What follows belongs to an exercise in optimizing a design on an open flow for small area; a production flow would make more cautious choices. The RTL was checked by simulation tests, not by an equivalence proof against the original design. Power figures rest on the tool's default switching activity, not on a simulated workload.

## v12
Design vga_controller, start of the top module:
module vga_controller(
    input clk,
    input rst,
    input [15:0] data,
    input en,
    output h_sync,
    output v_sync,
    output red0,
    output red1,
    output green0,
    output green1,
    output blue0,
    output blue1
    );
Settings: LEC_CHECK=0, CAP_MARGIN=20, CORE_MARGIN=2, CORE_UTILIZATION=30, SLEW_MARGIN=20; clock period 10.0 ns.
standard.sh (not shown) runs the stock make flow with config.mk's settings and CLKGATE_MAP_FILE= SYNTH_SCRIPT=/design/flow/synth_recipe.tcl, a recipe that flattens the netlist after the stock synthesis.
==> flow/flow/run.sh <==
#!/bin/bash
# Own flow: the standard layout (standard.sh) with three changes:
#  - synthesis maps the logic with an area-oriented ABC script (abc_area.script) and without
#    Yosys's adder extraction; everything before ABC, and so every register, is the standard
#    synthesis's;
#  - clock tree: smaller clusters of clkbuf cells and no dummy loads (cts.args);
#  - port buffers: the cell named in port_buffer.txt.
# Each tool's log stays under orfs/logs/; make's output goes to flow_make.log.
set -euo pipefail
W=$PWD
F=$(cd "$(dirname "${BASH_SOURCE[0]}")" && pwd)
export MY_ABC_SCRIPT=$F/abc_area.script
export CTS_ARGS="$(cat "$F/cts.args")"
export BUFFER_PORTS_ARGS="-buffer_cell $(cat "$F/port_buffer.txt")"
{
  head -n 1 synth_recipe.tcl
  cat <<'TCL'
proc abc {args} {
  set i [lsearch -exact $args -script]
  if {$i >= 0} { set args [lreplace $args [expr {$i + 1}] [expr {$i + 1}] $::env(MY_ABC_SCRIPT)] }
  yosys abc {*}$args
}
TCL
  tail -n +2 synth_recipe.tcl
} > "$W/area_synth.tcl"
sed "s#SYNTH_SCRIPT=[^ ]*#SYNTH_SCRIPT=$W/area_synth.tcl ADDER_MAP_FILE=#" standard.sh > "$W/area_standard.sh"
grep -q "SYNTH_SCRIPT=$W/area_synth.tcl ADDER_MAP_FILE=" "$W/area_standard.sh"
bash "$W/area_standard.sh" finish > "$W/flow_make.log" 2>&1
test -s out/final.def
==> flow/flow/abc_area.script <==
&get -n
&st
&dc2
&deepsyn -T 120
&dch
&nf -R 1000
&put
==> flow/flow/cts.args <==
-sink_clustering_enable -repair_clock_nets -dont_use_dummy_load -buf_list sky130_fd_sc_hd__clkbuf_8 -sink_clustering_size 16 -sink_clustering_max_diameter 80
==> flow/flow/port_buffer.txt <==
sky130_fd_sc_hd__buf_1
What v21 does differently from v12 at the input level:
Settings: setting PLACE_DENSITY to 0.7 for the first time; changing CORE_UTILIZATION from 30 to 55.
==> flow/flow/abc_area.script <==
&get -n
&st
&dc2
&dch
&nf -R 1000
&put
Notes after the runs:
The higher biggest cell delay along the critical path of v21 and v12 is in v21.
v21 vs. v12: power dissipated in the clock network fell by about 0.7%, switching part of the total power went up 0.74 points, area occupied by multi-input gates picked up an extra about 16%, combinational share of power up 1.7 points.


vga_controller, a different RTL version from the one above (not shown whole).
For scale: roughly 320 flip-flops, ~27 I/O pins.
Design vga_controller, start of the top module:
module vga_controller(
    input clk,
    input rst,
    input [15:0] data,
    input en,
    output h_sync,
    output v_sync,
    output red0,
    output red1,
    output green0,
    output green1,
    output blue0,
    output blue1
    );
wire [5:0] a;
wire [2:0] b, p;
wire [9:0] y;
wire valid;
wire [287:0] SIPO;
wire [4:0] lim;
vga_sync sync_50M(.clk(clk), .rst(rst), .h_sync(h_sync), .v_sync(v_sync), .valid(valid),
                  .a(a), .b(b), .p(p), .y_counter(y));
array_shifter myshift(.data(data), .en(en), .clk(clk), .rst(rst), .SIPO(SIPO), .lim(lim));
wire text_row = (y >= 10'd124) && (y <= 10'd131);
wire [2:0] r = {~y[2], y[1:0]};   
wire [2:0] c = p - 3'd3;          
wire [17:0] ws;
genvar k;
generate for (k = 0; k < 18; k = k + 1) begin : g_ws
  assign ws[k] = (a == k + 6);
end endgenerate
reg [15:0] wd;
integer i;
always @* begin
  wd = 16'd0;
  for (i = 0; i < 18; i = i + 1)
    wd = wd | (SIPO[16*i +: 16] & {16{ws[i]}});
end
wire [3:0] nib = ((wd[15:12] & {4{b == 3'd0}}) | (wd[11:8] & {4{b == 3'd1}}) |
                  (wd[7:4] & {4{b == 3'd2}}) | (wd[3:0] & {4{b == 3'd3}})) & {4{{1'b0, a} >= lim}};
wire [4:0] fcode;
char_pos u_chr(.a(a[1:0]), .b(b), .code(fcode));
wire in_digits = (a >= 6'd6) && (a <= 6'd23);
wire is_comma = b[2];
wire in_fixed = (a >= 6'd3) && (a <= 6'd5);
wire [4:0] ncode = !text_row ? 5'd31 :
                   in_digits ? (!is_comma ? {1'b0, nib} : (a != 6'd23) ? 5'd16 : 5'd31) :
                   in_fixed ? fcode : 5'd31;
reg [4:0] code;
reg pix;
wire gpix;
num_pos u_num(.code(code), .r(r), .c(c), .pix(gpix));
always @(posedge clk)
  if (rst) begin
    code <= 5'd31; pix <= 1'b0;
  end else begin
    if (p == 3'd2) code <= ncode;
    pix <= gpix;
  end
assign green0 = pix & valid;
assign red0 = 1'b0;
assign red1 = 1'b0;
assign green1 = 1'b0;
assign blue0 = 1'b0;
assign blue1 = 1'b0;
endmodule
clock: 10.0 ns
lec_check: 0
cap_margin: 20
core_margin: 2
core_utilization: 30
cts_buf_list: sky130_fd_sc_hd__clkbuf_4
slew_margin: 20
run.sh (not shown) runs the stock make flow with config.mk's settings and CLKGATE_MAP_FILE= SYNTH_SCRIPT=/design/flow/synth_recipe.tcl, a recipe that flattens the netlist after the stock synthesis.
Stock flow here: none of the scripts above is used.
The first run ran to the end with no violations.
Edit:
--- a/flow/config.mk
+++ b/flow/config.mk
@@ -10,3 +10,2 @@
 export CORE_UTILIZATION = 30
-export CTS_BUF_LIST = sky130_fd_sc_hd__clkbuf_4
 export SLEW_MARGIN = 20
Effect: Total power went up by about 3.6%. Clock-buffer cell count is lower by 70. Die area does not change. Combinational power hardly moves. Utilization is about the same.


vga_controller, a different RTL version from the one above (not shown whole).
For scale: about 320 flip-flops, roughly 12000 um^2 of cells after synthesis.
Design vga_controller, start of the top module:
module vga_controller(
    input clk,
    input rst,
    input [15:0] data,
    input en,
    output h_sync,
    output v_sync,
    output red0,
    output red1,
    output green0,
    output green1,
    output blue0,
    output blue1
    );
Settings: LEC_CHECK=0, CAP_MARGIN=20, CORE_MARGIN=2, CORE_UTILIZATION=30, SLEW_MARGIN=20; clock period 10.0 ns.
standard.sh (not shown) runs the stock make flow with config.mk's settings and CLKGATE_MAP_FILE= SYNTH_SCRIPT=/design/flow/synth_recipe.tcl, a recipe that flattens the netlist after the stock synthesis.
==> flow/flow/run.sh <==
#!/bin/bash
# Own flow: the standard layout (standard.sh) with three changes:
#  - synthesis maps the logic with an area-oriented ABC script (abc_area.script: deepsyn for
#    120 s, then area-recovering mapping) and without
#    Yosys's adder extraction; everything before ABC, and so every register, is the standard
#    synthesis's;
#  - clock tree: smaller clusters of clkbuf cells and no dummy loads (cts.args);
#  - port buffers: the cell named in port_buffer.txt.
# Each tool's log stays under orfs/logs/; make's output goes to flow_make.log.
set -euo pipefail
W=$PWD
F=$(cd "$(dirname "${BASH_SOURCE[0]}")" && pwd)
export MY_ABC_SCRIPT=$F/abc_area.script
export CTS_ARGS="$(cat "$F/cts.args")"
export BUFFER_PORTS_ARGS="-buffer_cell $(cat "$F/port_buffer.txt")"
{
  head -n 1 synth_recipe.tcl
  cat <<'TCL'
proc abc {args} {
  set i [lsearch -exact $args -script]
  if {$i >= 0} { set args [lreplace $args [expr {$i + 1}] [expr {$i + 1}] $::env(MY_ABC_SCRIPT)] }
  yosys abc {*}$args
}
TCL
  tail -n +2 synth_recipe.tcl
} > "$W/area_synth.tcl"
sed "s#SYNTH_SCRIPT=[^ ]*#SYNTH_SCRIPT=$W/area_synth.tcl ADDER_MAP_FILE=#" standard.sh > "$W/area_standard.sh"
grep -q "SYNTH_SCRIPT=$W/area_synth.tcl ADDER_MAP_FILE=" "$W/area_standard.sh"
bash "$W/area_standard.sh" finish > "$W/flow_make.log" 2>&1
test -s out/final.def
==> flow/flow/abc_area.script <==
&get -n
&st
&dc2
&deepsyn -T 120
&dch
&nf -R 1000
&put
Scripts as last shown in full above: flow/flow/cts.args, flow/flow/port_buffer.txt
The baseline completed without violations.
Change:
==> flow/flow/cts.args (replaced) <==
-sink_clustering_enable -repair_clock_nets -dont_use_dummy_load -buf_list sky130_fd_sc_hd__clkbuf_8 -sink_clustering_size 14 -sink_clustering_max_diameter 60
What happened:
- via count increases by 0.64%
- total power went up by about 2.2%
- worst setup slack improves by 0.058 ns


Setup of v40:
vga_controller with an RTL version that a note above also has.
Size: ~890 cells after synthesis, about 27 I/O pins, ~0.013 mm^2 of cells after synthesis.
Settings: LEC_CHECK=0, CAP_MARGIN=10, CORE_MARGIN=2, CORE_UTILIZATION=30, SLEW_MARGIN=10; clock period 10.0 ns.
==> flow/flow/run.sh <==
#!/bin/bash
# Own flow: the standard layout (standard.sh) with three changes:
#  - synthesis maps the logic with an area-oriented ABC script (abc_area.script) and without
#    Yosys's adder extraction; everything before ABC, and so every register, is the standard
#    synthesis's;
#  - clock tree: smaller clusters of clkbuf cells and no dummy loads (cts.args);
#  - port buffers: the cell named in port_buffer.txt.
# Each tool's log stays under orfs/logs/; make's output goes to flow_make.log.
set -euo pipefail
W=$PWD
F=$(cd "$(dirname "${BASH_SOURCE[0]}")" && pwd)
export MY_ABC_SCRIPT=$F/abc_area.script
export CTS_ARGS="$(cat "$F/cts.args")"
export BUFFER_PORTS_ARGS="-buffer_cell $(cat "$F/port_buffer.txt")"
{
  head -n 1 synth_recipe.tcl
  cat <<'TCL'
proc abc {args} {
  set i [lsearch -exact $args -script]
  if {$i >= 0} { set args [lreplace $args [expr {$i + 1}] [expr {$i + 1}] $::env(MY_ABC_SCRIPT)] }
  yosys abc {*}$args
}
TCL
  tail -n +2 synth_recipe.tcl
} > "$W/area_synth.tcl"
sed "s#SYNTH_SCRIPT=[^ ]*#SYNTH_SCRIPT=$W/area_synth.tcl ADDER_MAP_FILE=#" standard.sh > "$W/area_standard.sh"
grep -q "SYNTH_SCRIPT=$W/area_synth.tcl ADDER_MAP_FILE=" "$W/area_standard.sh"
bash "$W/area_standard.sh" finish > "$W/flow_make.log" 2>&1
test -s out/final.def
==> flow/flow/abc_area.script <==
&get -n
&st
&dc2
&dch
&nf -R 1000
&put
==> flow/flow/cts.args <==
-sink_clustering_enable -repair_clock_nets -dont_use_dummy_load -buf_list sky130_fd_sc_hd__clkbuf_8 -sink_clustering_size 16 -sink_clustering_max_diameter 80
Scripts as last shown in full above: flow/flow/port_buffer.txt
v40 ended with every stage complete and zero timing, DRC or antenna violations.
Input changes introduced in v41 (baseline for comparison: v40):
Settings: SLEW_MARGIN now 20, was 10; CAP_MARGIN now 20, was 10.
diff --git a/flow/flow/run.sh b/flow/flow/run.sh
--- a/flow/flow/run.sh
+++ b/flow/flow/run.sh
@@ -3 +3,2 @@
-#  - synthesis maps the logic with an area-oriented ABC script (abc_area.script) and without
+#  - synthesis maps the logic with an area-oriented ABC script (abc_area.script: deepsyn for
+#    120 s, then area-recovering mapping) and without
==> flow/flow/abc_area.script <==
&get -n
&st
&dc2
&deepsyn -T 120
&dch
&nf -R 1000
&put
==> flow/flow/cts.args <==
-sink_clustering_enable -repair_clock_nets -dont_use_dummy_load -buf_list sky130_fd_sc_hd__clkbuf_8 -sink_clustering_size 14 -sink_clustering_max_diameter 60
## What came out
- The count of plain and timing-repair buffers in v41 was lower than what v40 gave.
- sky130_fd_sc_hd__nor3_1 as the standard cell with the maximum stage delay on the critical path was reported by v41, and sky130_fd_sc_hd__buf_12 by v40.
- NOTE wire length of the first global-routing pass v40->v41 decreased by a little under 10%
- As far as total power is concerned, v40 and v41 perform about the same.
- Summary of v41 over v40: die area saw a decrease; data arrival time of the critical path saw a decrease; power in the clock group saw an increase; worst setup slack saw an increase.
- Via count (v40 / v41): 1.07
- The higher synthesis-to-layout area growth came out of v41.
- v41 went all the way through synthesis, placement and routing and the layout is clean on timing, DRC and antenna.
## Diff of input files: v44 against v41
diff --git a/flow/flow/run.sh b/flow/flow/run.sh
--- a/flow/flow/run.sh
+++ b/flow/flow/run.sh
@@ -3,2 +3 @@
-#  - synthesis maps the logic with an area-oriented ABC script (abc_area.script: deepsyn for
-#    120 s, then area-recovering mapping) and without
+#  - synthesis maps the logic with an area-oriented ABC script (abc_area.script) and without
==> flow/flow/abc_area.script <==
&get -n
&st
&dc2
&dch
&nf -R 1000
&put
==> flow/flow/cts.args <==
-sink_clustering_enable -repair_clock_nets -dont_use_dummy_load -buf_list sky130_fd_sc_hd__clkbuf_8 -sink_clustering_size 20 -sink_clustering_max_diameter 50
==> run summary <==
v41 has lower first-pass GRT wire length than v44. In the tables for v41 and v44, overall track demand over capacity in global routing reads lower with v41. Lower core footprint goes to v41 over v44. [v44] placement-stage cell area rose about 3.8% relative to v41. Cell area | v44 vs v41 | v44 larger. Total length of routed wires: v44 worse than v41. Area of the die for v44 is higher than for v41. On v44: switching power total is about 5.6% higher than what v41 gave. v41 has lower final period utilization than v44. v44 reports its destination of the critical timing path as myshift.SIPO[250] while v41 reports code[1]. Setup WNS v41 -> v44: worse. Clock buffer count in the final layout was lower in v41 than in v44.
The following lists how v2 was set up differently from v44:
==> flow/flow/cts.args <==
-sink_clustering_enable -repair_clock_nets -dont_use_dummy_load -buf_list sky130_fd_sc_hd__clkbuf_8 -sink_clustering_size 16 -sink_clustering_max_diameter 80
Findings:
On total non-filler cell area in the finished layout, v2 does better than v44. Any difference in wire length after detailed routing between v2 and v44 is small enough to ignore. Between v2 and v44, the overall track demand over capacity in global routing does not differ in any meaningful way. Fraction of registers with async set/reset came out exactly the same in v2 and v44. Final worst slack, v2 and v44: higher on v44.

[afterwards: timing with drivers on the ports]
No port has a modelled driver above. Below, the same layouts with a new extraction and two added sets of constraints. Step 1 assumes that a clkbuf_16 drives the clock port and a buf_2 every other input. Step 2 also shifts input and output timing later by t, the mid clock arrival at the registers, as if the neighbouring blocks saw the same clock. Slacks: no drivers / after step 1 / after step 2; pairs: no drivers / after step 1.
| run | t (ns) | setup slack, ns | worst hold slack (ns) | clock arrival spread, ns | cell pins on the clock port's net |
|---|---|---|---|---|---|
| v12 | 0.590 | 6.414 / 6.435 / 5.845 | 0.413 / 0.413 / 0.413 | 0.076 / 0.076 | 1 |
| v21 | 0.585 | 5.988 / 6.004 / 5.419 | 0.381 / 0.381 / 0.381 | 0.096 / 0.096 | 1 |
| the first run of note 2 | 0.774 | 6.269 / 6.222 / 5.961 | 0.432 / 0.432 / 0.432 | 0.051 / 0.051 | 1 |
| the second run of note 2 | 0.573 | 6.365 / 6.365 / 5.991 | 0.441 / 0.441 / 0.441 | 0.019 / 0.019 | 1 |
| the first run of note 3 | 0.605 | 5.773 / 5.797 / 5.192 | 0.382 / 0.382 / 0.382 | 0.093 / 0.094 | 1 |
| the second run of note 3 | 0.627 | 5.832 / 5.853 / 5.227 | 0.312 / 0.312 / 0.312 | 0.149 / 0.149 | 1 |
| v40 | 0.593 | 6.054 / 6.076 / 5.483 | 0.382 / 0.382 / 0.382 | 0.096 / 0.096 | 1 |
| v41 | 0.613 | 6.397 / 6.417 / 5.804 | 0.412 / 0.412 / 0.412 | 0.115 / 0.115 | 1 |
| v44 | 0.625 | 6.102 / 6.124 / 5.499 | 0.415 / 0.415 / 0.415 | 0.052 / 0.052 | 1 |
| v2 | 0.593 | 6.054 / 6.076 / 5.483 | 0.382 / 0.382 / 0.382 | 0.096 / 0.096 | 1 |
After both steps setup and hold are still met in every run listed. For the second run of note 3, which loses most, drivers alone change the setup slack by +0.021 ns; drivers and shift together by -0.605 ns.
